This design comes from an exercise in tuning for small area and a short achievable clock period on the open sky130 flow, not from production work.
Where RTL was checked, it was by simulation tests only, not by an equivalence proof against the original.
Function not checked in runs 4 to 6: the RTL went through the layout flow alone.
No activity file was given, so power comes from the tool's default toggle rates.

===== flow/config.mk =====
export PLATFORM = sky130hd
export DESIGN_NAME = fp_adder_16_bit
export DESIGN_NICKNAME = fp_adder_16_bit
export VERILOG_FILES = /design/flow/design.v
export SDC_FILE = /design/flow/constraint.sdc
export NUM_CORES = 4
export LEC_CHECK = 0
export CAP_MARGIN = 20
export CORE_MARGIN = 2
export CORE_UTILIZATION = 40
export SLEW_MARGIN = 20

===== flow/constraint.sdc =====
create_clock -name core_clock -period 3.5 [get_ports {clock}]
set_input_delay 0.7000 -clock core_clock [delete_from_list [all_inputs] [get_ports {clock}]]
set_output_delay 0.7000 -clock core_clock [all_outputs]
set_load 0.01 [all_outputs]

===== flow/design.v =====
module pipe_stage #(parameter W = 1, parameter EN = 1) (
    input clock,
    input [W-1:0] d,
    output [W-1:0] q
);
    generate if (EN) begin : g_reg
        reg [W-1:0] r;
        always @(posedge clock) r <= d;
        assign q = r;
    end else begin : g_wire
        assign q = d;
    end endgenerate
endmodule
module valid_stage #(parameter EN = 1) (
    input clock,
    input reset,
    input d,
    output q
);
    generate if (EN) begin : g_reg
        reg r;
        always @(posedge clock or posedge reset)
            if (reset) r <= 1'b0;
            else       r <= d;
        assign q = r;
    end else begin : g_wire
        assign q = d;
    end endgenerate
endmodule
module fp_adder_16_bit (
    input clock,
    input reset,
    input in_valid,
    input [15:0] operand_a,
    input [15:0] operand_b,
    input final_operation,
    output reg out_valid,
    output reg [15:0] result,
    output reg overflow_flag,
    output reg underflow_flag,
    output reg zero_flag,
    output reg infinity_flag,
    output reg NaN_flag
);
    localparam S1 = 1;    
    localparam S2 = 1;    
    localparam S3 = 1;    
    localparam S4 = 1;    
    wire        sa = operand_a[15], sb = operand_b[15];
    wire [4:0]  ea = operand_a[14:10], eb = operand_b[14:10];
    wire [9:0]  fa = operand_a[9:0],  fb = operand_b[9:0];
    wire        ha = |fa, hb = |fb;
    wire [10:0] ma = {ha, fa}, mb = {hb, fb};
    wire ea_max = &ea, eb_max = &eb;
    wire zero_c = ~ha & ~hb;
    wire inf_c  = (ea_max & ~ha) | (eb_max & ~hb);
    wire nan_c  = (ea_max & ha) | (eb_max & hb);
    wire [5:0]  ediff = {1'b0, ea} - {1'b0, eb};      
    wire        e_eq  = (ea == eb);
    wire        f_lt  = (fa < fb);
    wire        bsel  = e_eq ? f_lt : ediff[5];
    wire        sign  = bsel ? sb : sa;
    wire [4:0]  bexp  = ediff[5] ? eb : ea;
    wire [10:0] big   = bsel ? mb : ma;
    wire [10:0] lil   = bsel ? ma : mb;
    wire        flush = ediff[5] | (ediff[4:0] > 5'd11);
    wire [3:0]  sh    = ediff[3:0];
    wire        op    = final_operation ^ sa ^ sb;
    wire [10:0] big_1, lil_1;
    wire [4:0]  bexp_1;
    wire [3:0]  sh_1;
    wire        flush_1, sign_1, op_1, fop_1, zero_1, inf_1, nan_1, v_1;
    pipe_stage #(.W(38), .EN(S1)) r1 (clock,
        {big, lil, bexp, sh, flush, sign, op, final_operation, zero_c, inf_c, nan_c},
        {big_1, lil_1, bexp_1, sh_1, flush_1, sign_1, op_1, fop_1, zero_1, inf_1, nan_1});
    valid_stage #(.EN(S1)) rv1 (clock, reset, in_valid, v_1);
    wire [13:0] lx    = {lil_1, 3'b000};
    wire [13:0] shx   = lx >> sh_1;
    wire [13:0] smask = ~(14'h3fff << (sh_1 + 4'd2));    
    wire        stk   = |(lx & smask);
    wire [13:0] al    = flush_1 ? {13'd0, |lil_1} : {shx[13:1], stk};
    wire [10:0] big_2;
    wire [13:0] al_2;
    wire [4:0]  bexp_2;
    wire        sign_2, op_2, fop_2, zero_2, inf_2, nan_2, v_2;
    pipe_stage #(.W(36), .EN(S2)) r2 (clock,
        {big_1, al, bexp_1, sign_1, op_1, fop_1, zero_1, inf_1, nan_1},
        {big_2, al_2, bexp_2, sign_2, op_2, fop_2, zero_2, inf_2, nan_2});
    valid_stage #(.EN(S2)) rv2 (clock, reset, v_1, v_2);
    wire [14:0] s3  = {1'b0, big_2, 3'b000} + {1'b0, al_2 ^ {14{op_2}}} + {14'd0, op_2};
    wire        as_ = s3[14] & ~op_2 & ~fop_2;    
    wire [13:0] R   = s3[13:0];
    wire [13:0] R_3;
    wire [4:0]  bexp_3;
    wire        as_3, sign_3, zero_3, inf_3, nan_3, v_3;
    pipe_stage #(.W(24), .EN(S3)) r3 (clock,
        {R, as_, bexp_2, sign_2, zero_2, inf_2, nan_2},
        {R_3, as_3, bexp_3, sign_3, zero_3, inf_3, nan_3});
    valid_stage #(.EN(S3)) rv3 (clock, reset, v_2, v_3);
    reg  [3:0]  lz;
    integer i;
    always @(*) begin
        lz = 4'd0;
        for (i = 0; i <= 13; i = i + 1)
            if (R_3[i]) lz = 4'd13 - i;
    end
    wire [12:0] nm = as_3 ? R_3[13:1] : (R_3[12:0] << lz);
    wire [4:0]  ne = as_3 ? bexp_3 + 5'd1 : bexp_3 - {1'b0, lz};
    wire [12:0] nm_4;
    wire [4:0]  ne_4;
    wire        sign_4, zero_4, inf_4, nan_4, v_4;
    pipe_stage #(.W(22), .EN(S4)) r4 (clock,
        {nm, ne, sign_3, zero_3, inf_3, nan_3},
        {nm_4, ne_4, sign_4, zero_4, inf_4, nan_4});
    valid_stage #(.EN(S4)) rv4 (clock, reset, v_3, v_4);
    wire        inc = nm_4[2] & (nm_4[1] | nm_4[0] | nm_4[3]);
    wire [9:0]  mr  = nm_4[12:3] + {9'd0, inc};
    wire        wr  = (mr == 10'h200);
    wire [4:0]  ex  = wr ? ne_4 + 5'd1 : ne_4;
    wire [9:0]  mw  = wr ? 10'd1 : mr;
    wire        ovf = &ex;
    wire [9:0]  mo  = ovf ? 10'd0 : mw;
    wire        unf = (ex == 5'd0) & (mo == 10'd0);
    wire [4:0]  xo  = (inf_4 | nan_4) ? 5'h1f : ex;
    wire [9:0]  fo  = inf_4 ? 10'd0 : nan_4 ? 10'h3ff : mo;
    always @(posedge clock) begin
        result         <= {sign_4, xo, fo};
        overflow_flag  <= ovf;
        underflow_flag <= unf;
        zero_flag      <= zero_4;
        infinity_flag  <= inf_4;
        NaN_flag       <= nan_4;
    end
    always @(posedge clock or posedge reset)
        if (reset) out_valid <= 1'b0;
        else       out_valid <= v_4;
endmodule

===== flow/run.sh =====
#!/bin/bash
# synth_recipe.tcl (not shown) runs the flow's synth.tcl, then flattens the netlist and writes it again
# the make line also repeats each setting of config.mk as NAME=value (left out here)
make -C /OpenROAD-flow-scripts/flow DESIGN_CONFIG=/design/flow/config.mk WORK_HOME=/design/flow/orfs CLKGATE_MAP_FILE= SYNTH_SCRIPT=/design/flow/synth_recipe.tcl finish

==> key figures, run 1 <==
Timing
  • Finish-stage setup viols: 0
  • Period minus WS final: 3.05 ns
  • Slew Viols, Final: 0
  • Rel. slew slack: 0.381
  • Final hold vios: 0
  • Setup TNS: 0 ns
  • FMAX: 328 MHz
  • Tcrit/Tclk final: 0.871
  • RSZ-0062 raised after global routing: false
  • Slew @ Worst Pin: roughly 0.93 ns
  • Setup Skew: 0.00519 ns

Floorplanning
  • Die Wd: 133 µm
  • Die area: 0.0177 mm²
  • Initial Util: 0.405
  • I/O pin count: 58
  • Number of core rows: 47
  • Core ar.: 0.0165 mm²
  • Die Span Y: 133 µm

Logic synthesis
  • Post-synth top area cell: dfxtp_1
  • Post-synth EDFFs: 0
  • Multiplexer share of the synthesized area: 0.0917
  • Synth Cell Area: 0.00667 mm²
  • Compound-Gate Fraction of Synth Area: 0.140
  • Synth async-reset ratio: 0.0342
  • Total of warnings raised by yosys: 6
  • Netlist cell types: 72
  • Area share of fa/ha/maj cells after synthesis: 0.0754
  • Synth top area share: 0.423
  • Register area share after synthesis: 0.442
  • Mean Syn Cell Area: ~9.8 µm²
  • Post-synthesis cell count: ~700
  • Syn Nets: 758
  • Post-synthesis simple-gate area fraction: 0.141
  • XOR/XNOR share of the synthesized area: 0.0670
  • Main synth FF type: dfxtp_1
  • Largest family of logic cells by synthesized area: simple AND/OR/NAND/NOR gates
  • Area contributors post-synth: dfxtp_1 42%, ha_1 6.9%, mux2_2 4.7%
  • Yosys reg bits: 146

Pwr
  • Worst VDD drop: 0.439 mV
  • Leakage: 3.40 nW
  • Total power: between 0.006 and 0.007 W
  • Pwr Density: about 850 mW/mm²

Global route
  • Gr usage total: 0.166
  • Global-route wire length before repair: 23,900 µm
  • Grt total ovfl: 0
  • Vias in the first global route: slightly below 5,000
  • Initial antenna violation count: 0
  • Largest net degree at the start of global routing: 28

Critical path
  • Peak fanout along the critical path: 10
  • WS Path Type: reg2reg
  • Worst r2r dst: r4.g_reg.r[8]
  • Reg2reg path depth: 10
  • CP required: approximately 3.8 ns
  • Crit. End Element: flip-flop
  • Critical R2R Launch: r3.g_reg.r[20]
  • Worst Setup Start Kind: flip-flop
  • Critical path data arrival time: 3.35 ns
  • Reg2Reg Setup Slack: 0.45 ns

Hold path
  • WHS Path Cells: 0
  • Hold path start: r1.g_reg.r[34]
  • Worst Hold Endpoint: r2.g_reg.r[32]
  • Hold crit path type: reg2reg

Clock network
  • Post-CTS sizing: 0
  • Post-CTS Setup Repair Bufs: 0
  • CTS tree: built
  • CTS sink count: 146
  • Clock tree buffer depth: 2
  • Htree depth: 4
  • Clk Latency, worst-skew pair: 0.41 ns
  • Number of CTS-inserted buffers: 17
  • Root buffer cell: clkbuf_16
  • Worst-path clk slew: 0.06 ns
  • Cts hold-fix bufs: 0

Finish
  • ANT cells: 0
  • Share of cells above drive strength 1: 0.106
  • Fin nets: 810
  • Layout area overhead: 20.4%

Placed design
  • Dpl hpwl: approximately 11,000 µm
  • I/O Buffers: 57
  • Routability cong.: 0.871

Route
  • Final Routed Wirelength: 14,100 µm
  • Vias: roughly 5,000
  • Drt wl/cell: 14.6 µm
  • Pre-Repair DR Iteration Count: 5
  • Post-route ant nets: 0
  • Post-route DRC: 0
  • Initial DRC Count: 341
  • Vias/cell: between 5 and 6

Flow run
  • Max cap viols: 0

Status
  • Status: no timing/DRC/antenna violations
-- Yosys cell counts, types with 6 or more instances --
cell,instances
nor3_1,14
and3_1,9
xor2_1,20
nor4_1,6
ha_1,37
nand2_1,40
nor2_1,58
a221oi_1,6
nand2b_1,8
xnor2_1,31
nand3_1,13
clkbuf_1,15
dfxtp_1,141
a211oi_1,10
a21o_1,10
buf_2,6
a21oi_1,43
inv_1,32
mux2i_1,26
o21ai_1,6
mux2_2,28
o21ai_0,19
-- state kept, by name, summed over array words and instances (netlist names), 16 cells and up --
register,cells
r4.g_reg.r,22
r3.g_reg.r,24
r1.g_reg.r,38
result,16
r2.g_reg.r,36
-- critical path, stage by stage, from the launching register on --
cell and delay, ns:
dfxtp_1 0.56, nor2_1 0.09, a221oi_1 0.48, o311ai_2 0.22, ha_1 0.30, nor2b_1 0.16, fa_1 0.47, a21o_1 0.19
a21oi_1 0.17, xor2_1 0.19, xnor2_1 0.09
-- through the flow --
step | util | setup slack (ns) | instances | cell area, µm² | hold slack [ns]
2_1_floorplan | - | 0.397 | 683 | 6670 | 0.310
3_3_place_gp | 0.451 | 0.343 | 936 | 7420 | 0.310
3_5_place_dp | 0.451 | 0.293 | 936 | 7420 | 0.312
4_1_cts | 0.488 | 0.471 | 968 | 8030 | 0.326
5_1_grt | 0.488 | 0.265 | 968 | 8030 | 0.327
6_report | 0.488 | 0.452 | 968 | 8030 | 0.325
-- cell families after synthesis --
family	Yosys count
xor+xnor	51
compound gates	142
mux	56
simple gates	185
fa+ha+maj	39
flops	146
buf+inv	64
-- cell type report --
class | instances | area, µm²
Tap cell | 220 | 275
Inverter | 34 | 128
Multi-Input combinational cell | 473 | 3440
Clock buffer | 18 | 429
Timing Repair Buffer | 63 | 628
Clock inverter | 14 | 178
Fill cell | 1554 | 8440
Sequential cell | 146 | 2950
-- layout by cell type, fill, tap and decap left out, types with 3 or more instances in the layout --
master             n
a211oi_1          10
a21o_1            10
a21oi_1           42
a221oi_1           6
a22o_1             3
a31oi_1            5
and2_1             5
and3_1             9
buf_4              5
bufinv_16          3
clkbuf_16         17
clkdlybuf4s50_1   57
clkinvlp_4         3
dfrtp_1            5
dfxtp_1          141
ha_1              37
inv_1             32
inv_6              4
mux2_2            28
mux2i_1           26
nand2_1           40
nand2b_1           8
nand3_1           13
nand4_1            4
nor2_1            58
nor2b_1            5
nor3_1            14
nor4_1             6
nor4b_1            3
o21a_1             4
o21ai_0           19
o21ai_1            6
o221ai_1           3
o22ai_1            5
o31ai_1            5
or3_1              5
xnor2_1           31
xor2_1            20
-- power by group --
group / switching (W) / internal [W]
clock: 0.000701 / 0.00113
combinational: 0.00128 / 0.00122
sequential: 0.000438 / 0.00208
-- worst max-delay path by stage --
stage                         startpoint             end  slack (ns)  depth (start not counted)
after floorplan           r3.g_reg.r[20]   r4.g_reg.r[8]        0.40                         13
after detailed placement   operand_a[11]  r1.g_reg.r[18]        0.29                          9
final                     r3.g_reg.r[20]   r4.g_reg.r[8]        0.45                         10
after global routing      r3.g_reg.r[20]   r4.g_reg.r[8]        0.26                         10
after CTS                 r3.g_reg.r[20]   r4.g_reg.r[8]        0.47                         10
after global placement     operand_a[11]   r1.g_reg.r[5]        0.34                          9
-- metal layers --
metal | wire (µm) | vias to the layer above | global-route usage
met1 | 6590 | 2345 | 0.206
met2 | 6620 | 131 | 0.278
li1 | - | 2519 | -
met4 | 257 | 0 | 0.0567
met3 | 651 | 18 | 0.0487
met5 | 0 | - | 0
==> run 2, diff against run 1 <==
--- a/flow/config.mk
+++ b/flow/config.mk
@@ -8,4 +8,5 @@
 export CAP_MARGIN = 20
 export CORE_MARGIN = 2
 export CORE_UTILIZATION = 40
+export SETUP_SLACK_MARGIN = 2.0
 export SLEW_MARGIN = 20
==> run 2 against run 1 <==
  * Routed wire length increased by 16%
  * Power is 19% higher
  * First-iteration DRC count increased by 2.1%
  * Largest cell class unchanged
  * Worst setup slack improved by 0.60 ns
  * Hold slack improved by 0.0010 ns
  * Critical path depth unchanged
  * Flip-flop and latch count unchanged
  * Clock power fell by 3%
  * Combinational power up 52%
==> key figures, run 2 <==
Status
  • Status: no timing/DRC/antenna violations

Finish
  • Largest register FFs: 38 (unchanged)
  • Commonest non-fill, non-tap cell in the layout: dfxtp_1
  • Top Registers: r1.g_reg.r (38), r2.g_reg.r (36), r3.g_reg.r (24)
  • Layout filler cell count: 1,366 (-12%)
  • Layout area overhead: 47.9%
  • Fin nets: 890 (+9.9%)
  • ANT cells: 0 (unchanged)
  • Multi-input logic area: 0.00443 mm² (+29%)
  • Largest Register: r1.g_reg.r
  • Most frequent cells in the layout: 114 x dfxtp_1, 52 x buf_4, 44 x nor2_1
  • Share of cells above drive strength 1: 0.443 (+0.338)
  • Register area: 0.00301 mm² (+2.2%)

Flow run
  • Max cap viols: 0 (unchanged)

Logic synthesis
  • Post-synth top area cell: dfxtp_1
  • Synth async-reset ratio: 0.0342 (unchanged)
  • Post-synth EDFFs: 0 (unchanged)
  • Netlist cell types: 72 (unchanged)
  • Total of warnings raised by yosys: 6 (unchanged)
  • Top post-synthesis cells by count: 141 x dfxtp_1, 58 x nor2_1, 43 x a21oi_1
  • Top-count cell post-synth: dfxtp_1
  • Register area share after synthesis: 0.442 (unchanged)
  • Syn Nets: 758 (unchanged)
  • Synth top area share: 0.423 (unchanged)
  • Synth Cell Area: 0.00667 mm² (unchanged)
  • Yosys reg bits: 146 (unchanged)
  • Post-synthesis cell count: 683 (unchanged)
  • Main synth FF type: dfxtp_1
  • Area contributors post-synth: dfxtp_1 42%, ha_1 6.9%, mux2_2 4.7%
  • Mean Syn Cell Area: 9.77 µm² (unchanged)

Critical path
  • Worst Setup Start Kind: flip-flop
  • Crit. End Element: flip-flop
  • WS Path Type: reg2reg
  • Slowest stage cell, crit path: dfxtp_2
  • Critical R2R Launch: r3.g_reg.r[10]
  • Critical path buffer and inverter count: 0 (unchanged)
  • Delay-heaviest family, CP: compound AO/OA/AOI/OAI gates
  • CP required: 3.85 ns (+0.05 ns)
  • Worst path cell trace: nand2b_4, a221oi_4, o311ai_4, ha_4, nor2b_4, fa_2, a21o_1, a21oi_2, xor2_1, xnor2_1
  • Worst r2r dst: r4.g_reg.r[8]
  • CP peak stage delay: 0.45 ns (-0.11 ns)
  • Reg2reg path depth: 10 (unchanged)
  • Peak fanout along the critical path: 8 (-2)
  • Critical path data arrival time: 2.80 ns (-0.55 ns)
  • CP startpoint: r3.g_reg.r[10]
  • Reg2Reg Setup Slack: 1.05 ns (+0.60 ns)

Global route
  • Gr usage total: 0.178 (+0.0112)
  • Initial antenna violation count: 0 (unchanged)
  • Largest net degree at the start of global routing: 28 (unchanged)
  • Global-route wire length before repair: 25,200 µm (+5.5%)
  • Vias in the first global route: 5,216 (+6.0%)
  • Grt total ovfl: 0 (unchanged)

Hold path
  • Hold path start: r1.g_reg.r[15]
  • Hold crit path type: reg2reg
  • Worst Hold Endpoint: r2.g_reg.r[10]
  • WHS Path Cells: 0 (unchanged)

Route
  • Initial DRC Count: 348 (+2.1%)
  • Vias: 5,412 (+8.0%)
  • Post-route ant nets: 0 (unchanged)
  • Vias/cell: 5.16 (-0.28%)
  • Final Routed Wirelength: 16,300 µm (+16%)
  • Drt wl/cell: 15.6 µm (+6.9%)
  • Post-route DRC: 0 (unchanged)
  • Pre-Repair DR Iteration Count: 5 (unchanged)

Timing
  • Tcrit/Tclk final: 0.700 (-0.170)
  • Slew Viols, Final: 0 (unchanged)
  • Final hold vios: 0 (unchanged)
  • Slew @ Worst Pin: 0.528 ns (-0.399 ns)
  • Period minus WS final: 2.45 ns (-0.597 ns)
  • Rel. slew slack: 0.644 (+0.263)
  • FMAX: 408 MHz (+24%)
  • Setup Skew: 0.00906 ns (+0.00387 ns)
  • Setup TNS: 0 ns (unchanged)
  • Finish-stage setup viols: 0 (unchanged)
  • RSZ-0062 raised after global routing: true

Pwr
  • Leakage: 4.19 nW (+23%)
  • Worst VDD drop: 0.444 mV (+1.0%)
  • Pwr Density: 828 mW/mm² (-2.9%)
  • Total power: 0.00817 W (+19%)

Floorplanning
  • Die Wd: 133 µm (unchanged)
  • Number of core rows: 47 (unchanged)
  • I/O pin count: 58 (unchanged)
  • Core ar.: 0.0165 mm² (unchanged)
  • Initial Util: 0.405 (unchanged)
  • Die area: 0.0177 mm² (unchanged)
  • Die Span Y: 133 µm (unchanged)

Placed design
  • Routability cong.: 0.878 (+0.86%)
  • Dpl hpwl: 10,600 µm (+0.35%)
  • I/O Buffers: 57 (unchanged)

Clock network
  • Htree depth: 4 (unchanged)
  • Root buffer cell: clkbuf_16
  • Cts hold-fix bufs: 0 (unchanged)
  • CTS sink count: 146 (unchanged)
  • Worst-path clk slew: 0.06 ns (about the same)
  • Clock tree buffer depth: 2 (unchanged)
  • Number of CTS-inserted buffers: 17 (unchanged)
  • CTS tree: built
  • Clk Latency, worst-skew pair: 0.43 ns (+0.02 ns)
[run 2: timing repair]
| item | 4_1_cts | 5_1_grt |
|---|---|---|
| buffers inserted | 57 | 20 |
| resized for setup | 265 | 113 |
| cloned | 3 | 1 |
| endpoints found under the setup margin | 115 | 107 |
| pin swaps | 50 | 52 |
[run 2: how the worst max path moves through the flow]
stage,end,cells after the start,slack [ns]
2_1_floorplan,r4.g_reg.r[8],13,0.92
3_3_place_gp,r1.g_reg.r[27],10,0.24
3_5_place_dp,r1.g_reg.r[34],10,0.22
4_1_cts,r4.g_reg.r[8],11,1.04
5_1_grt,r4.g_reg.r[8],10,0.93
6_report,r4.g_reg.r[8],10,1.05
[run 2: worst register-to-register path: stages (launching register included)]
cell	delay [ns]
dfxtp_2	0.45
nand2b_4	0.08
a221oi_4	0.30
o311ai_4	0.19
ha_4	0.28
nor2b_4	0.13
fa_2	0.35
a21o_1	0.18
a21oi_2	0.12
xor2_1	0.18
xnor2_1	0.13
[run 2: layer usage]
metal  up-vias  GRT usage  part of all wire
li1       2687          -                 -
met5         -          0                 0
met3        47     0.0327             0.039
met2       145      0.301              0.50
met1      2533      0.216              0.42
met4         0     0.0952             0.041
[run 2: cell families (layout without fill, tap and decap cells)]
family	Yosys count	in the layout	share of synthesized area
simple gates	185	185	0.141
flops	146	146	0.442
compound gates	142	142	0.140
buf+inv	64	209	0.0424
mux	56	56	0.0917
xor+xnor	51	51	0.0670
fa+ha+maj	39	39	0.0754
[run 2: through the flow]
stage                     utilization  cell area [µm²]  cells  setup WS [ns]  hold WS, ns
after global routing            0.599             9860   1048          0.935        0.331
after CTS                       0.560             9220   1027           1.04        0.327
final                           0.599             9860   1048           1.05        0.326
after global placement          0.475             7820    935          0.237        0.311
after floorplan                     -             7170    683          0.922        0.310
after detailed placement        0.475             7820    935          0.217        0.312
[run 2: layout make-up]
type,instances,area share
well taps,220,0.0279
repair buffers,143,0.139
clock inverters,15,0.0179
flip-flops and latches,146,0.305
inverters,34,0.0174
multi-input cells,473,0.449
clock buffers,17,0.0431
[run 2: power breakdown]
group,switching (W),internal (W)
sequential,0.000464,0.00212
clock,0.000804,0.000967
combinational,0.00179,0.00202
total,0.00306,0.00511
==> run 3, diff against run 2 <==
--- a/flow/config.mk
+++ b/flow/config.mk
@@ -8,5 +8,5 @@
 export CAP_MARGIN = 20
 export CORE_MARGIN = 2
 export CORE_UTILIZATION = 40
-export SETUP_SLACK_MARGIN = 2.0
+export SETUP_SLACK_MARGIN = 1.0
 export SLEW_MARGIN = 20
==> run 3 against run 2 <==
  * Critical path type unchanged
  * First-iteration DRC count fell by 18%
  * Register-to-register slack worse by 0.05 ns
  * Critical endpoint unchanged
  * Core utilization decreased by 7.0 points
  * Highest routed layer unchanged
  * Design area shrank 12%
  * Flip-flop and latch count unchanged
  * Largest cell class unchanged
  * Maximum frequency shrank 1.9%
  * Largest power group unchanged
==> key figures, run 3 <==
Clock network
  • CTS tree: built
  • Clock tree buffer depth: 2 (unchanged)
  • Cts hold-fix bufs: 0 (unchanged)
  • Htree depth: 4 (unchanged)
  • Worst-path clk slew: 0.07 ns (about the same)
  • CTS sink count: 146 (unchanged)
  • Clk Latency, worst-skew pair: 0.42 ns (about the same)
  • Root buffer cell: clkbuf_16
  • Number of CTS-inserted buffers: 17 (unchanged)

Floorplanning
  • Die Wd: 133 µm (unchanged)
  • Number of core rows: 47 (unchanged)
  • Die Span Y: 133 µm (unchanged)
  • Die area: 0.0177 mm² (unchanged)
  • I/O pin count: 58 (unchanged)
  • Initial Util: 0.405 (unchanged)
  • Core ar.: 0.0165 mm² (unchanged)

Route
  • Vias/cell: 5.14 (-0.52%)
  • Pre-Repair DR Iteration Count: 5 (unchanged)
  • Drt wl/cell: 15.0 µm (-3.9%)
  • Final Routed Wirelength: 15,000 µm (-8.4%)
  • Vias: 5,132 (-5.2%)
  • Initial DRC Count: 285 (-18%)
  • Post-route ant nets: 0 (unchanged)
  • Post-route DRC: 0 (unchanged)

Logic synthesis
  • Post-synth EDFFs: 0 (unchanged)
  • Yosys reg bits: 146 (unchanged)
  • Main synth FF type: dfxtp_1
  • Synth Cell Area: 0.00667 mm² (unchanged)
  • Register area share after synthesis: 0.442 (unchanged)
  • Total of warnings raised by yosys: 6 (unchanged)
  • Post-synth top area cell: dfxtp_1
  • Top-count cell post-synth: dfxtp_1
  • Post-synthesis cell count: 683 (unchanged)
  • Netlist cell types: 72 (unchanged)
  • Mean Syn Cell Area: 9.77 µm² (unchanged)
  • Area contributors post-synth: dfxtp_1 42%, ha_1 6.9%, mux2_2 4.7%
  • Syn Nets: 758 (unchanged)
  • Top post-synthesis cells by count: 141 x dfxtp_1, 58 x nor2_1, 43 x a21oi_1
  • Synth async-reset ratio: 0.0342 (unchanged)
  • Synth top area share: 0.423 (unchanged)

Finish
  • Final Cell Area: 0.00871 mm² (-12%)
  • Layout filler cell count: 1,466 (+7.3%)
  • Multi-input logic area: 0.00380 mm² (-14%)
  • Commonest non-fill, non-tap cell in the layout: dfxtp_1
  • Fin nets: 841 (-5.5%)
  • Largest register FFs: 38 (unchanged)
  • Top Registers: r1.g_reg.r (38), r2.g_reg.r (36), r3.g_reg.r (24)
  • ANT cells: 0 (unchanged)
  • Share of cells above drive strength 1: 0.237 (-0.206)
  • Largest Register: r1.g_reg.r
  • Most frequent cells in the layout: 125 x dfxtp_1, 54 x nor2_1, 39 x a21oi_1, 39 x nand2_1, 31 x clkdlybuf4s50_1
  • Layout area overhead: 30.7%
  • Finished Core Util: 0.529 (-0.0698)
  • Register area: 0.00300 mm² (-0.54%)

Critical path
  • Peak fanout along the critical path: 13 (+5)
  • WS Path Type: reg2reg
  • CP startpoint: r3.g_reg.r[16]
  • Reg2reg path depth: 11 (+1)
  • Worst Setup Start Kind: flip-flop
  • Crit. End Element: flip-flop
  • Critical path data arrival time: 2.85 ns (+0.05 ns)
  • Worst r2r dst: r4.g_reg.r[8]
  • CP required: 3.85 ns (about the same)
  • Critical Path Sink: r4.g_reg.r[8]
  • Reg2Reg Setup Slack: 1.00 ns (-0.05 ns)
  • Critical R2R Launch: r3.g_reg.r[16]

Timing
  • Rel. slew slack: 0.333 (-0.312)
  • Tcrit/Tclk final: 0.714 (+0.0132)
  • Slew @ Worst Pin: 1.00 ns (+0.472 ns)
  • Setup Skew: 0.00762 ns (-0.00143 ns)
  • Final hold vios: 0 (unchanged)
  • RSZ-0062 raised after global routing: true
  • Setup TNS: 0 ns (unchanged)
  • Fin worst setup slack: 1.00 ns (-0.0463 ns)
  • Slew Viols, Final: 0 (unchanged)
  • Finish-stage setup viols: 0 (unchanged)
  • FMAX: 400 MHz (-1.9%)
  • Period minus WS final: 2.50 ns (+0.0463 ns)

Flow run
  • Max cap viols: 0 (unchanged)

Status
  • Status: no timing/DRC/antenna violations

Placed design
  • Routability cong.: 0.903 (+2.8%)
  • Placed cell areas: 0.00752 mm² (-3.8%)
  • I/O Buffers: 57 (unchanged)
  • Dpl hpwl: 10,900 µm (+3.0%)
  • Setup Slack @ Placement: 0.312 ns (+0.0953 ns)

Global route
  • Grt total ovfl: 0 (unchanged)
  • Gr usage total: 0.174 (-0.00356)
  • Largest net degree at the start of global routing: 28 (unchanged)
  • Initial antenna violation count: 0 (unchanged)
  • Vias in the first global route: 5,025 (-3.7%)
  • Global-route wire length before repair: 24,800 µm (-1.7%)

Hold path
  • Hold crit path type: reg2reg

Pwr
  • Pwr Density: 845 mW/mm² (+2.1%)
  • Worst VDD drop: 0.443 mV (about the same)
  • Leakage: 3.73 nW (-11%)
## run 3: kinds of logic after synthesis
| group | synth area share |
|---|---|
| AOI/OAI and AO/OA | 0.140 |
| xor gates and xnor gates | 0.0670 |
| adders and majority gates | 0.0754 |
| buffers and inverters | 0.0424 |
| DFF | 0.442 |
| muxes | 0.0917 |
| and+or+nand+nor | 0.141 |
## run 3: repair_timing
item	in CTS	in global routing
pin swaps	20	22
cloned	2	0
setup buffers	16	15
gates resized for setup	74	50
setup endpoints to repair	41	35
## run 3: worst min-delay path by stage
stage | from | to | slack [ns] | depth (start not counted)
after global routing | r2.g_reg.r[2] | r3.g_reg.r[2] | 0.34 | 0
after detailed placement | r1.g_reg.r[14] | r2.g_reg.r[9] | 0.31 | 0
after CTS | r1.g_reg.r[27] | r2.g_reg.r[25] | 0.33 | 0
final | r2.g_reg.r[9] | r3.g_reg.r[7] | 0.33 | 0
after global placement | r2.g_reg.r[8] | r3.g_reg.r[6] | 0.31 | 0
after floorplan | r1.g_reg.r[0] | r2.g_reg.r[0] | 0.31 | 0
## run 3: area by class of cell
cell class,instances,area share
tap,220,0.0316
sequential,146,0.344
inverter,34,0.0164
timing repair buffer,94,0.103
clock buffer,17,0.0488
multi-input combinational,473,0.436
clock inverter,15,0.0200
## run 3: metrics by stage
step	hold slack, ns	cells	power, W
after CTS	0.328	984	0.00719
after global placement	0.310	934	0.00513
final	0.328	999	0.00736
after floorplan	0.310	683	0.00453
after global routing	0.335	999	0.00785
after detailed placement	0.312	934	0.00519
## run 3: worst max-delay path: stages, from the launching register on
cell,delay [ns]
dfxtp_4,0.37
nor4_4,0.32
o31ai_2,0.12
and2_4,0.20
clkinv_8,0.08
ha_4,0.20
nor2b_4,0.13
fa_2,0.38
a21o_1,0.18
a21oi_2,0.13
xor2_1,0.19
xnor2_1,0.13
## run 3: routing by layer
metal	track usage	vias to the layer above	wire, µm	part of all wire
li1	-	2588	-	-
met2	0.290	120	7290	0.49
met4	0.0780	0	403	0.027
met1	0.219	2393	6800	0.45
met3	0.0354	31	468	0.031
met5	0	-	0	0
## run 3: where the power goes
part,leakage (nW),internal (W),switching (W)
clock network,0.294,0.000968,0.000805
registers,1.24,0.00212,0.000481
logic,2.19,0.00155,0.00144
total,3.73,0.00464,0.00273
==> run 4, diff against run 3 <==
--- a/flow/design.v
+++ b/flow/design.v
@@ -101,26 +101,42 @@
     integer i;
     always @(*) begin
         lz = 4'd0;
-        for (i = 0; i <= 13; i = i + 1)
+        for (i = 0; i < 14; i = i + 1)
             if (R_3[i]) lz = 4'd13 - i;
     end
     wire [12:0] nm = as_3 ? R_3[13:1] : (R_3[12:0] << lz);
-    wire [4:0]  ne = as_3 ? bexp_3 + 5'd1 : bexp_3 - {1'b0, lz};
     wire [12:0] nm_4;
-    wire [4:0]  ne_4;
-    wire        sign_4, zero_4, inf_4, nan_4, v_4;
-    pipe_stage #(.W(22), .EN(S4)) r4 (clock,
-        {nm, ne, sign_3, zero_3, inf_3, nan_3},
-        {nm_4, ne_4, sign_4, zero_4, inf_4, nan_4});
+    wire [3:0]  lz_4;
+    wire [4:0]  bexp_4;
+    wire        as_4, sign_4, zero_4, inf_4, nan_4, v_4;
+    pipe_stage #(.W(27), .EN(S4)) r4 (clock,
+        {nm, lz, bexp_3, as_3, sign_3, zero_3, inf_3, nan_3},
+        {nm_4, lz_4, bexp_4, as_4, sign_4, zero_4, inf_4, nan_4});
     valid_stage #(.EN(S4)) rv4 (clock, reset, v_3, v_4);
+    wire [4:0]  ne0 = as_4 ? bexp_4 + 5'd1 : bexp_4 - {1'b0, lz_4};
+    wire [4:0]  ne1 = ne0 + 5'd1;
+    wire [9:0]  M   = nm_4[12:3];
     wire        inc = nm_4[2] & (nm_4[1] | nm_4[0] | nm_4[3]);
-    wire [9:0]  mr  = nm_4[12:3] + {9'd0, inc};
-    wire        wr  = (mr == 10'h200);
-    wire [4:0]  ex  = wr ? ne_4 + 5'd1 : ne_4;
-    wire [9:0]  mw  = wr ? 10'd1 : mr;
-    wire        ovf = &ex;
-    wire [9:0]  mo  = ovf ? 10'd0 : mw;
-    wire        unf = (ex == 5'd0) & (mo == 10'd0);
+    wire [9:0]  pre;
+    genvar k;
+    generate for (k = 0; k < 10; k = k + 1) begin : g_pre
+        if (k == 0) begin : g0
+            assign pre[k] = 1'b1;
+        end else begin : gk
+            assign pre[k] = &M[k-1:0];
+        end
+    end endgenerate
+    wire [9:0]  mr  = M ^ (pre & {10{inc}});
+    wire        m_all1 = &M;
+    wire        m_zero = ~|M;
+    wire        m_1ff  = (M == 10'h1ff);
+    wire        m_200  = (M == 10'h200);
+    wire        wr  = inc ? m_1ff : m_200;           
+    wire        mrz = inc ? m_all1 : m_zero;         
+    wire        ovf = wr ? (ne0 == 5'd30) : (ne0 == 5'd31);
+    wire        unf = (ne0 == 5'd0) & mrz;
+    wire [4:0]  ex  = wr ? ne1 : ne0;
+    wire [9:0]  mo  = ovf ? 10'd0 : wr ? 10'd1 : mr;
     wire [4:0]  xo  = (inf_4 | nan_4) ? 5'h1f : ex;
     wire [9:0]  fo  = inf_4 ? 10'd0 : nan_4 ? 10'h3ff : mo;
     always @(posedge clock) begin
==> run 4 against run 3 <==
  * Synthesized cell count grew 0.59%
  * Die area is 2.8% higher
  * Sequential share of layout area increased by 1.2 points
  * Global-route usage grew 0.44 points
  * Non-clock buffer count fell by 18
  * Synthesized area is 2.9% higher
  * Via count grew 2.6%
  * Hold slack lost 0.0040 ns
  * Clock skew up 0.0027 ns
  * Power is 0.45% lower
  * Sequential power barely moved
  * Final cell count down 0.70%
==> key figures, run 4 <==
Status
  • Status: no timing/DRC/antenna violations

Floorplanning
  • Die Wd: 135 µm (+1.4%)
  • Die Span Y: 135 µm (+1.4%)
  • Core ar.: 0.0167 mm² (+1.4%)
  • Initial Util: 0.411 (+0.00576)
  • Number of core rows: 47 (unchanged)
  • I/O pin count: 58 (unchanged)
  • Die area: 0.0182 mm² (+2.8%)

Route
  • Pre-Repair DR Iteration Count: 5 (unchanged)
  • Final Routed Wirelength: 15,600 µm (+4.3%)
  • Post-route ant nets: 0 (unchanged)
  • Initial DRC Count: 361 (+27%)
  • Vias/cell: 5.31 (+3.3%)
  • Drt wl/cell: 15.7 µm (+5.0%)
  • Vias: 5,264 (+2.6%)
  • Post-route DRC: 0 (unchanged)

Pwr
  • Clock share of power: 0.243 (+0.002)
  • Net Sw Power: 0.00280 W (+2.7%)
  • Worst VDD drop: 0.350 mV (-21%)
  • Internal power: 0.00453 W (-2.3%)
  • Leakage: 3.61 nW (-3.0%)
  • Pwr Density: 852 mW/mm² (+0.83%)
  • Switching Fraction: 0.382 (+0.0118)
  • Sequential fraction of design power: 0.356 (+0.003)
  • Combinational Power Share: 0.400 (-0.006)

Timing
  • Slew @ Worst Pin: 0.661 ns (-0.339 ns)
  • FMAX: 396 MHz (-1.2%)
  • Slew Viols, Final: 0 (unchanged)
  • Final hold vios: 0 (unchanged)
  • Rel. slew slack: 0.559 (+0.227)
  • RSZ-0062 raised after global routing: true
  • Hold slack: 0.324 ns (-0.00395 ns)
  • Setup TNS: 0 ns (unchanged)
  • Setup Skew: 0.0103 ns (+0.00266 ns)
  • Tcrit/Tclk final: 0.722 (+0.00885)
  • Finish-stage setup viols: 0 (unchanged)
  • Period minus WS final: 2.53 ns (+0.0310 ns)

Placed design
  • Dpl hpwl: 11,400 µm (+4.4%)
  • Post-placement cell count: 947 (+1.4%)
  • I/O Buffers: 57 (unchanged)
  • Routability cong.: 0.897 (-0.62%)

Clock network
  • Htree depth: 4 (unchanged)
  • Clk Latency, worst-skew pair: 0.42 ns (about the same)
  • Worst-path clk slew: 0.07 ns (about the same)
  • CTS tree: built
  • Root buffer cell: clkbuf_16
  • CTS sink count: 151 (+3.4%)
  • Cts hold-fix bufs: 0 (unchanged)
  • Number of CTS-inserted buffers: 17 (unchanged)
  • Clock tree buffer depth: 2 (unchanged)

Logic synthesis
  • Post-synthesis cell count: 687 (+0.59%)
  • Synth async-reset ratio: 0.0331 (-0.00113)
  • Top post-synthesis cells by count: 146 x dfxtp_1, 48 x nor2_1, 44 x inv_1
  • Netlist cell types: 77 (+6.9%)
  • Area contributors post-synth: dfxtp_1 43%, ha_1 6.9%, mux2_4 3.9%
  • Synth Cell Area: 0.00686 mm² (+2.9%)
  • Yosys reg bits: 151 (+3.4%)
  • Mean Syn Cell Area: 9.99 µm² (+2.3%)
  • Main synth FF type: dfxtp_1
  • Post-synth EDFFs: 0 (unchanged)
  • Top-count cell post-synth: dfxtp_1
  • Total of warnings raised by yosys: 6 (unchanged)
  • Register area share after synthesis: 0.444 (+0.00226)
  • Post-synth top area cell: dfxtp_1
  • Synth top area share: 0.426 (+0.00278)
  • Syn Nets: 763 (+0.66%)

Critical path
  • Critical path data arrival time: 2.84 ns (about the same)
  • Worst Setup Start Kind: input port
  • CP required: 3.81 ns (-0.04 ns)
  • Crit. End Element: flip-flop
  • WS Path Type: in2reg
  • Peak fanout along the critical path: 8 (-5)

Finish
  • Share of cells above drive strength 1: 0.197 (-0.0406)
  • Fin nets: 835 (-0.71%)
  • Top Registers: r1.g_reg.r (38), r2.g_reg.r (36), r4.g_reg.r (27)
  • Largest Register: r1.g_reg.r
  • Cell Count, Final, Fillers Out: 992 (-0.70%)
  • Most frequent cells in the layout: 140 x dfxtp_1, 48 x nor2_1, 37 x inv_1
  • Commonest non-fill, non-tap cell in the layout: dfxtp_1
  • Finished Core Util: 0.515 (-0.0141)
  • Layout area overhead: 25.4%
  • ANT cells: 0 (unchanged)
  • Largest register FFs: 38 (unchanged)

Global route
  • Vias in the first global route: 5,239 (+4.3%)
  • Initial antenna violation count: 0 (unchanged)
  • Largest net degree at the start of global routing: 19 (-32%)
  • Global-route wire length before repair: 25,800 µm (+4.2%)
  • Grt total ovfl: 0 (unchanged)
  • Gr usage total: 0.179 (+0.00439)

Hold path
  • Hold crit path type: reg2reg

Flow run
  • Max cap viols: 0 (unchanged)
run 4: cell count changes after synthesis, moves of 12 or more:
cell and change:
xnor2_1 -13, a21oi_1 -12, mux2_2 -16, o21ai_0 +15, mux2_4 +18, inv_1 +12, mux2i_1 -15
run 4: final timing paths:
check                           cells after the start  slack (ns)            from        endpoint
worst min-delay path                                0        0.32  r1.g_reg.r[11]   r2.g_reg.r[6]
worst max-delay path                                9        0.97   operand_a[12]  r1.g_reg.r[21]
worst min register to register                      0        0.32  r1.g_reg.r[11]   r2.g_reg.r[6]
worst max register to register                      8        1.07  r4.g_reg.r[10]  underflow_flag
min in group asynchronous                           2        0.46           reset     rv1.g_reg.r
max in group asynchronous                           2        2.88           reset       out_valid
run 4: cell type report:
class	count	area, µm²
Fill cell	1511	8100
Multi-Input combinational cell	467	3750
Sequential cell	151	3060
Timing Repair Buffer	76	736
Clock buffer	18	450
Tap cell	220	275
Inverter	46	175
Clock inverter	14	156
run 4: repair_timing:
| action | in CTS | in global routing |
|---|---|---|
| gates resized for setup | 64 | 50 |
| pin swaps | 13 | 15 |
| buffers inserted | 7 | 4 |
| cloned | 1 | 1 |
| endpoints found under the setup margin | 37 | 41 |
run 4: kinds of logic after synthesis:
kind of cell | after synthesis | share of synthesized area
XOR/XNOR | 46 | 0.0607
AO/OA/AOI/OAI | 157 | 0.164
flip-flops | 151 | 0.444
multiplexers | 42 | 0.0784
AND/OR/NAND/NOR | 181 | 0.134
adder cells (fa/ha/maj) | 40 | 0.0751
buffers and inverters | 70 | 0.0438
run 4: power groups by stage:
stage | clock network, W | logic, W | registers [W]
3_3_place_gp | 0 | 0.00257 | 0.00262
6_report | 0.00178 | 0.00294 | 0.00261
4_1_cts | 0.00182 | 0.00270 | 0.00259
2_1_floorplan | 0 | 0.00198 | 0.00242
5_1_grt | 0.00191 | 0.00322 | 0.00268
3_5_place_dp | 0 | 0.00257 | 0.00263
run 4: critical path, cell delays in order:
cell and delay, ns:
clkdlybuf4s50_1 0.57, ha_4 0.25, a21o_1 0.20, a221oi_4 0.29
and2_4 0.20, nor3_4 0.04, buf_12 0.15, buf_16 0.14
mux2_4 0.29
run 4: stage by stage:
stage,setup WS [ns],total power [W],instance area [µm²]
6_report,0.972,0.00733,8600
5_1_grt,0.898,0.00780,8600
4_1_cts,1.00,0.00711,8450
3_5_place_dp,0.143,0.00520,7680
3_3_place_gp,0.221,0.00519,7680
2_1_floorplan,0.922,0.00439,6900
run 4: layer usage:
layer  vias to the layer above  wire [µm]  GRT usage
met1                      2476       6750      0.211
li1                       2606          -          -
met3                        21        675     0.0454
met5                         -          0          0
met4                         0        260     0.0677
met2                       161       7910      0.312
==> run 5, diff against run 4 <==
--- a/flow/config.mk
+++ b/flow/config.mk
@@ -8,5 +8,5 @@
 export CAP_MARGIN = 20
 export CORE_MARGIN = 2
 export CORE_UTILIZATION = 40
-export SETUP_SLACK_MARGIN = 1.0
+export SETUP_SLACK_MARGIN = 1.5
 export SLEW_MARGIN = 20
==> run 5 against run 4 <==
  * Still clean
  * Register-to-register slack got worse by 0.02 ns
  * Count of clock-buffer cells in the layout unchanged
  * Non-clock buffer count rose by 62
  * Synthesized cell count unchanged
  * Largest cell class unchanged
  * Largest power group unchanged
==> key figures, run 5 <==
Status
  • Status: no timing/DRC/antenna violations

Route
  • Post-route ant nets: 0 (unchanged)
  • Drt wl/cell: 16.0 µm (+1.8%)
  • Vias/cell: 5.25 (-1.0%)
  • Final Routed Wirelength: 16,900 µm (+8.1%)
  • Pre-Repair DR Iteration Count: 5 (unchanged)
  • Post-route DRC: 0 (unchanged)
  • Initial DRC Count: 361 (unchanged)
  • Vias: 5,535 (+5.1%)

Logic synthesis
  • Post-synth top area cell: dfxtp_1
  • XOR/XNOR share of the synthesized area: 0.0607 (unchanged)
  • Syn Nets: 763 (unchanged)
  • Compound-Gate Fraction of Synth Area: 0.164 (unchanged)
  • Netlist cell types: 77 (unchanged)
  • Top-count cell post-synth: dfxtp_1
  • Mean Syn Cell Area: 9.99 µm² (unchanged)
  • Area contributors post-synth: dfxtp_1 43%, ha_1 6.9%, mux2_4 3.9%
  • Synth Cell Area: 0.00686 mm² (unchanged)
  • Area share of fa/ha/maj cells after synthesis: 0.0751 (unchanged)
  • Post-synthesis cell count: 687 (unchanged)
  • Top post-synthesis cells by count: 146 x dfxtp_1, 48 x nor2_1, 44 x inv_1
  • Register area share after synthesis: 0.444 (unchanged)
  • Post-synthesis simple-gate area fraction: 0.134 (unchanged)
  • Multiplexer share of the synthesized area: 0.0784 (unchanged)
  • Main synth FF type: dfxtp_1
  • Yosys reg bits: 151 (unchanged)
  • Total of warnings raised by yosys: 6 (unchanged)
  • Largest family of logic cells by synthesized area: compound AO/OA/AOI/OAI gates
  • Synth top area share: 0.426 (unchanged)
  • Post-synth EDFFs: 0 (unchanged)
  • Synth async-reset ratio: 0.0331 (unchanged)

Floorplanning
  • Die Wd: 135 µm (unchanged)
  • Die area: 0.0182 mm² (unchanged)
  • Die Span Y: 135 µm (unchanged)
  • Number of core rows: 47 (unchanged)
  • Initial Util: 0.411 (unchanged)
  • I/O pin count: 58 (unchanged)
  • Core ar.: 0.0167 mm² (unchanged)

Pwr
  • Pwr Density: 849 mW/mm² (-0.36%)
  • Leakage: 4.11 nW (+14%)
  • Worst VDD drop: 0.442 mV (+26%)
  • Total power: 0.00813 W (+11%)

Critical path
  • Critical path buffer and inverter count: 1 (-2)
  • CP startpoint: r4.g_reg.r[10]
  • Worst Setup Start Kind: flip-flop
  • Critical path data arrival time: 2.82 ns (-0.02 ns)
  • Reg2Reg Setup Slack: 1.05 ns (-0.02 ns)
  • Crit. End Element: flip-flop
  • WS Path Type: reg2reg
  • CP required: 3.86 ns (+0.05 ns)
  • Worst r2r dst: underflow_flag
  • Slowest stage cell, crit path: or4b_4
  • Reg2reg path depth: 9 (+1)
  • Peak fanout along the critical path: 3 (-5)
  • Worst path cell trace: buf_6, or2_4, ha_4, fa_2, a21o_1, a21oi_2, xnor3_1, or4b_4, nor2_2
  • Levels on crit path: 9 (unchanged)
  • CP peak stage delay: 0.50 ns (-0.07 ns)
  • Delay-heaviest family, CP: simple AND/OR/NAND/NOR gates
  • Critical R2R Launch: r4.g_reg.r[10]

Global route
  • Global-route wire length before repair: 26,600 µm (+3.3%)
  • Vias in the first global route: 5,419 (+3.4%)
  • Gr usage total: 0.184 (+0.00543)
  • Grt total ovfl: 0 (unchanged)
  • Initial antenna violation count: 0 (unchanged)
  • Largest net degree at the start of global routing: 19 (unchanged)

Timing
  • FMAX: 407 MHz (+3.0%)
  • Period minus WS final: 2.45 ns (-0.0742 ns)
  • Setup TNS: 0 ns (unchanged)
  • Rel. slew slack: 0.508 (-0.0510)
  • Tcrit/Tclk final: 0.701 (-0.0212)
  • Slew Viols, Final: 0 (unchanged)
  • RSZ-0062 raised after global routing: true
  • Setup Skew: 0.0113 ns (+0.00102 ns)
  • Final hold vios: 0 (unchanged)
  • Finish-stage setup viols: 0 (unchanged)
  • Slew @ Worst Pin: 0.737 ns (+0.0764 ns)

Clock network
  • Cts hold-fix bufs: 0 (unchanged)
  • Worst-path clk slew: 0.06 ns (about the same)
  • CTS sink count: 151 (unchanged)
  • CTS tree: built
  • Htree depth: 4 (unchanged)
  • Clk Latency, worst-skew pair: 0.42 ns (about the same)
  • Clock tree buffer depth: 2 (unchanged)
  • Number of CTS-inserted buffers: 17 (unchanged)
  • Root buffer cell: clkbuf_16

Finish
  • Finished Core Util: 0.574 (+0.0584)
  • Fin nets: 897 (+7.4%)
  • Top Registers: r1.g_reg.r (38), r2.g_reg.r (36), r4.g_reg.r (27)
  • ANT cells: 0 (unchanged)
  • Largest Register: r1.g_reg.r
  • Layout filler cell count: 1,425 (-5.7%)
  • Commonest non-fill, non-tap cell in the layout: dfxtp_1
  • Most frequent cells in the layout: 125 x dfxtp_1, 65 x buf_4, 40 x nor2_1
  • Layout area overhead: 39.6%
  • Share of cells above drive strength 1: 0.345 (+0.148)
  • Largest register FFs: 38 (unchanged)

Placed design
  • Routability cong.: 0.904 (+0.76%)
  • Dpl hpwl: 11,400 µm (about the same)
  • I/O Buffers: 57 (unchanged)

Hold path
  • Hold path start: r1.g_reg.r[4]
  • Hold crit path type: reg2reg
  • Worst Hold Endpoint: r2.g_reg.r[4]
  • WHS Path Cells: 0 (unchanged)

Flow run
  • Max cap viols: 0 (unchanged)
run 5: cell types whose count changed in the layout (fill, tap and decap cells not counted), sizes merged:
cell,before,now
clkinvlp,3,6
dlymetal6s2s,2,12
buf,23,93
o31ai,3,4
clkdlybuf4s50,32,19
inv,52,48
dlygate4sd2,15,11
clkinv,5,6
nand2,35,34
clkbuf,22,20
clkdlybuf4s15,0,1
run 5: report_power, final:
part / total (W) / switching (W) / internal [W]
registers: 0.00262 / 0.000442 / 0.00218
clock network: 0.00170 / 0.000759 / 0.000939
logic: 0.00382 / 0.00189 / 0.00193
run 5: cell families after synthesis:
family,count (synthesis)
compound gates,157
xor+xnor,46
fa+ha+maj,40
buf+inv,70
flops,151
mux,42
simple gates,181
run 5: how the worst max path moves through the flow:
| stage | to | slack (ns) |
|---|---|---|
| after CTS | r1.g_reg.r[18] | 1.06 |
| after global routing | result[0] | 0.99 |
| after floorplan | r1.g_reg.r[16] | 0.92 |
| final | underflow_flag | 1.05 |
| after global placement | r1.g_reg.r[31] | 0.22 |
| after detailed placement | r1.g_reg.r[19] | 0.17 |
run 5: what timing repair did:
item,4_1_cts,5_1_grt
gates resized for setup,153,101
setup endpoints to repair,66,77
pin swaps,36,36
setup buffers,40,34
gates cloned,3,1
run 5: layout make-up:
cell class | count | area [µm²] | area share
multi-input combinational | 467 | 4100 | 0.428
sequential | 151 | 3110 | 0.324
timing repair buffer | 138 | 1330 | 0.138
clock buffer | 18 | 429 | 0.0448
tap | 220 | 275 | 0.0287
inverter | 46 | 205 | 0.0214
clock inverter | 14 | 140 | 0.0146
run 5: metal layers:
layer	vias to the layer above	part of all wire	global-route usage
li1	2743	-	-
met1	2609	0.42	0.220
met2	150	0.52	0.319
met3	33	0.037	0.0394
met4	0	0.022	0.0793
met5	-	0	0
run 5: through the flow:
step	instance area [µm²]	hold WS, ns	setup slack (ns)	instances
after CTS	8980	0.326	1.06	1019
after detailed placement	7760	0.312	0.168	944
after floorplan	7010	0.310	0.922	687
after global placement	7760	0.312	0.224	944
after global routing	9580	0.332	0.988	1054
final	9580	0.325	1.05	1054
==> run 6, diff against run 5 <==
==> flow/flow/run.sh (new file) <==
#!/bin/bash
# Standard ORFS layout, with synthesis mapping the logic through Yosys's own
# ABC script and without full/half-adder extraction. Registers, their names
# and cell types are the same as the standard synthesis gives.
set -euo pipefail
bash standard.sh SYNTH_SCRIPT="$PWD/flow/my_synth.tcl" ADDER_MAP_FILE= finish > "$PWD/flow_make.log" 2>&1
==> flow/flow/my_synth.tcl (new file) <==
proc synth {args} { yosys synth -nofsm -noshare {*}$args }
# technology mapping: Yosys's own ABC script, timing-driven, in place of ORFS's
proc abc {args} {
  set i [lsearch -exact $args -script]
  if {$i >= 0} { set args [lreplace $args $i [expr {$i + 1}]] }
  if {[info exists ::env(MY_ABC_D)]} { lappend args -D $::env(MY_ABC_D) }
  puts "abc override: $args"
  yosys abc {*}$args
}
source $::env(SCRIPTS_DIR)/synth.tcl
# left out here: clear keep_hierarchy, flatten, clean up, hide names made inside functions, write 1_2_yosys.v
==> flow/standard.sh (new file) <==
#!/bin/bash
# synth_recipe.tcl (not shown) runs the flow's synth.tcl, then flattens the netlist and writes it again
# the make line also repeats each setting of config.mk as NAME=value (left out here)
make -C /OpenROAD-flow-scripts/flow DESIGN_CONFIG=/design/flow/config.mk WORK_HOME=/design/flow/orfs CLKGATE_MAP_FILE= SYNTH_SCRIPT=/design/flow/synth_recipe.tcl "${@:-finish}"
--- a/flow/config.mk
+++ b/flow/config.mk
@@ -8,5 +8,5 @@
 export CAP_MARGIN = 20
 export CORE_MARGIN = 2
 export CORE_UTILIZATION = 40
-export SETUP_SLACK_MARGIN = 1.5
+export SETUP_SLACK_MARGIN = 1.0
 export SLEW_MARGIN = 20
removed: flow/run.sh
==> run 6 against run 5 <==
  * Final cell count fell by 9.0%
  * Still clean on timing, DRC and antenna
  * Maximum frequency down 19%
  * Synthesized area shrank 11%
  * Critical path depth rose by 2
  * Largest power group unchanged
  * Global-route usage is 1.9 points lower
  * Register-to-register slack worse by 0.56 ns
  * Flip-flop and latch count did not move
  * Critical path type unchanged
  * Synthesized cell count fell by 5.4%
==> key figures, run 6 <==
Route
  • Vias: 4,937 (-11%)
  • Drt wl/cell: 14.1 µm (-12%)
  • Pre-Repair DR Iteration Count: 4 (-1)
  • Post-route DRC: 0 (unchanged)
  • WL met1: 5820 µm (-19%)
  • Met2 wire len: 6840 µm (-21%)
  • Post-route ant nets: 0 (unchanged)
  • Vias/cell: 5.15 (-2.0%)
  • Met3 wire len: 481 µm (-22%)
  • Initial DRC Count: 309 (-14%)
  • Top Metal Used: met4
  • Final Routed Wirelength: 13,500 µm (-20%)

Clock network
  • Clock tree buffer depth: 2 (unchanged)
  • Htree depth: 4 (unchanged)
  • Worst-path clk slew: 0.06 ns (about the same)
  • Cts hold-fix bufs: 0 (unchanged)
  • CTS sink count: 151 (unchanged)
  • Root buffer cell: clkbuf_16
  • Clk Latency, worst-skew pair: 0.42 ns (about the same)
  • CTS tree: built
  • Number of CTS-inserted buffers: 17 (unchanged)

Critical path
  • CP most frequent cell: maj3_4
  • CP peak stage delay: 0.36 ns (-0.14 ns)
  • Peak fanout along the critical path: 4 (+1)
  • Worst path cell trace: xor2_2, maj3_2, maj3_4, maj3_4, maj3_4, maj3_4, nand2_4, a311o_2, a211o_1, a31oi_1, xnor2_1
  • Reg2reg path depth: 11 (+2)
  • CP required: 3.80 ns (-0.06 ns)
  • WS Path Type: reg2reg
  • Delay-heaviest family, CP: adder cells
  • Critical R2R Launch: r2.g_reg.r[4]
  • Crit. End Element: flip-flop
  • Reg2Reg Setup Slack: 0.49 ns (-0.56 ns)
  • Worst r2r dst: r3.g_reg.r[23]
  • Slowest stage cell, crit path: dfxtp_4
  • Critical path buffer and inverter count: 0 (-1)
  • Critical path data arrival time: 3.32 ns (+0.50 ns)
  • Worst Setup Start Kind: flip-flop

Logic synthesis
  • Total of warnings raised by yosys: 6 (unchanged)
  • Synth async-reset ratio: 0.0331 (unchanged)
  • Main synth FF type: dfxtp_1
  • Post-synth EDFFs: 0 (unchanged)
  • Synth top area share: 0.480 (+0.0538)
  • Top-count cell post-synth: dfxtp_1
  • Area contributors post-synth: dfxtp_1 48%, xnor2_1 5.2%, mux2i_1 4.4%
  • Mean Syn Cell Area: 9.37 µm² (-6.2%)
  • Syn Nets: 686 (-10%)
  • Post-synthesis cell count: 650 (-5.4%)
  • Yosys reg bits: 151 (unchanged)
  • Netlist cell types: 58 (-25%)
  • Post-synth top area cell: dfxtp_1
  • Top post-synthesis cells by count: 146 x dfxtp_1, 68 x nor2_1, 56 x nand2_1
  • Register area share after synthesis: 0.500 (+0.0561)
  • Synth Cell Area: 0.00609 mm² (-11%)

Pwr
  • Pwr Density: 893 mW/mm² (+5.2%)
  • Leakage: 3.42 nW (-17%)
  • Total power: 0.00744 W (-8.6%)
  • Worst VDD drop: 0.454 mV (+2.9%)

Floorplanning
  • Initial Util: 0.405 (-0.00560)
  • Die Span Y: 127 µm (-5.6%)
  • Die area: 0.0162 mm² (-11%)
  • Number of core rows: 45 (-4.3%)
  • I/O pin count: 58 (unchanged)
  • Die Wd: 127 µm (-5.6%)
  • Core ar.: 0.0150 mm² (-10%)

Timing
  • Finish-stage setup viols: 0 (unchanged)
  • Slew @ Worst Pin: 0.776 ns (+0.0391 ns)
  • RSZ-0062 raised after global routing: true
  • Tcrit/Tclk final: 0.861 (+0.160)
  • Rel. slew slack: 0.482 (-0.0261)
  • Slew Viols, Final: 0 (unchanged)
  • Period minus WS final: 3.01 ns (+0.561 ns)
  • Final hold vios: 0 (unchanged)
  • Setup TNS: 0 ns (unchanged)
  • Fin worst setup slack: 0.485 ns (-0.561 ns)
  • Setup Skew: 0.0120 ns (+0.000708 ns)
  • FMAX: 332 MHz (-19%)

Global route
  • Largest net degree at the start of global routing: 19 (unchanged)
  • Vias in the first global route: 4,603 (-15%)
  • Initial antenna violation count: 0 (unchanged)
  • Gr usage total: 0.165 (-0.0190)
  • Global-route wire length before repair: 21,400 µm (-20%)
  • Grt total ovfl: 0 (unchanged)

Finish
  • Largest Register: r1.g_reg.r
  • Largest register FFs: 38 (unchanged)
  • ANT cells: 0 (unchanged)
  • Fin nets: 794 (-11%)
  • Top Registers: r1.g_reg.r (38), r2.g_reg.r (36), r4.g_reg.r (27)
  • Commonest non-fill, non-tap cell in the layout: dfxtp_1
  • Final Cell Area: 0.00833 mm² (-13%)
  • Share of cells above drive strength 1: 0.259 (-0.0859)
  • Layout area overhead: 36.7%
  • Most frequent cells in the layout: 132 x dfxtp_1, 65 x nor2_1, 53 x nand2_1

Hold path
  • WHS Path Cells: 0 (unchanged)
  • Hold path start: r1.g_reg.r[3]
  • Worst Hold Endpoint: r2.g_reg.r[3]
  • Hold crit path type: reg2reg

Flow run
  • Max cap viols: 0 (unchanged)

Status
  • Status: no timing/DRC/antenna violations

Placed design
  • Dpl hpwl: 9310 µm (-18%)
  • I/O Buffers: 57 (unchanged)
  • Routability cong.: 0.924 (+2.2%)
  • Placed cell areas: 0.00701 mm² (-9.6%)
  • Setup Slack @ Placement: -0.202 ns (-0.370 ns)
-- run 6: changes by cell type in the layout (fill, tap and decap cells not counted), sizes merged, moves of 10 or more --
cell,previous run,this run
xnor2,18,36
buf,93,57
nand3,24,12
mux2i,11,27
clkdlybuf4s50,19,48
nand2,34,57
mux2,30,12
inv,48,38
ha,38,0
nor2,48,68
-- run 6: area by class of cell --
class                           instances  area, µm²
Clock buffer                           18        429
Fill cell                            1347       6710
Inverter                               29        109
Clock inverter                         14        153
Tap cell                              188        235
Timing Repair Buffer                  111       1040
Multi-Input combinational cell        448       3280
Sequential cell                       151       3080
-- run 6: kinds of logic after synthesis --
| kind of cell | after synthesis | synth area share |
|---|---|---|
| and+or+nand+nor | 206 | 0.161 |
| buffers and inverters | 51 | 0.0327 |
| adders and majority gates | 8 | 0.0158 |
| DFF | 151 | 0.500 |
| AOI/OAI and AO/OA | 138 | 0.142 |
| muxes | 39 | 0.0665 |
| xor gates and xnor gates | 57 | 0.0819 |
-- run 6: worst register-to-register path, delay by kind of cell (launching register included) --
kind	cells	cell delay [ns]
adder cells (fa/ha/maj)	5	1.72
AND/OR/NAND/NOR	1	0.09
flip-flops	1	0.36
AO/OA/AOI/OAI	3	0.45
XOR/XNOR	2	0.28
-- run 6: worst max-delay path by stage --
stage | start | end | cells past startpoint
final | r2.g_reg.r[4] | r3.g_reg.r[23] | 11
after global routing | operand_a[1] | r1.g_reg.r[25] | 14
after CTS | operand_a[0] | r1.g_reg.r[5] | 13
after detailed placement | operand_b[0] | r1.g_reg.r[32] | 14
after global placement | operand_b[0] | r1.g_reg.r[27] | 12
after floorplan | operand_a[0] | r1.g_reg.r[16] | 11
-- run 6: through the flow --
step / hold slack [ns] / instances / util
2_1_floorplan: 0.310 / 650 / -
3_3_place_gp: 0.311 / 888 / 0.467
3_5_place_dp: 0.312 / 888 / 0.467
4_1_cts: 0.324 / 940 / 0.523
5_1_grt: 0.330 / 959 / 0.554
6_report: 0.326 / 959 / 0.554
-- run 6: power breakdown --
group	internal [W]	switching (W)	total, W	leakage, nW
Clock	0.00101	0.000750	0.00176	0.285
Sequential	0.00216	0.000422	0.00258	1.28
Combinational	0.00165	0.00144	0.00309	1.85
Total	0.00483	0.00261	0.00744	3.42
-- run 6: timing repair --
action / 4_1_cts / 5_1_grt
pin swaps: 24 / 36
endpoints found under the setup margin: 46 / 56
resized for setup: 54 / 77
setup buffers: 20 / 19
-- run 6: per-layer routing --
layer | GRT usage | vias up
li1 | - | 2486
met5 | 0 | -
met2 | 0.277 | 118
met3 | 0.0427 | 32
met4 | 0.0847 | 0
met1 | 0.195 | 2301

-- what the ideal ports hide --
The results above use ideal ports. As a check the final layouts listed here were re-extracted and re-timed, cells and wires unchanged.
Step 1 assumes that a clkbuf_16 drives the clock port and a buf_2 every other input.
Step 2, shift: input delay + t, output delay - t, t = (earliest + latest rising clock arrival at the registers) / 2. This alone moves slack from input paths to output paths.
a / b / c = no drivers / after step 1 / after step 2; a / b = the first two.
run	t, ns	setup WS [ns]	worst hold slack (ns)	worst setup path at the end	slew at the worst register clock pin (ns)
run 1	0.453	0.452 / 0.452 / 0.275	0.325 / 0.325 / 0.325	input to register	0.06 / 0.06
run 2	0.464	1.049 / 1.049 / 0.690	0.326 / 0.326 / 0.326	input to register	0.07 / 0.07
run 3	0.460	1.003 / 1.003 / 0.593	0.328 / 0.328 / 0.328	input to register	0.07 / 0.07
run 4	0.462	0.972 / 0.982 / 0.521	0.324 / 0.324 / 0.324	input to register	0.07 / 0.07
run 5	0.455	1.046 / 1.046 / 0.592	0.325 / 0.325 / 0.325	input to register	0.07 / 0.07
run 6	0.458	0.485 / 0.485 / 0.110	0.326 / 0.326 / 0.326	input to register	0.06 / 0.06
After both steps every run listed still meets setup and hold. The setup slack of run 5, which loses most, moves by 0.000 ns with the drivers and by -0.454 ns with both steps.
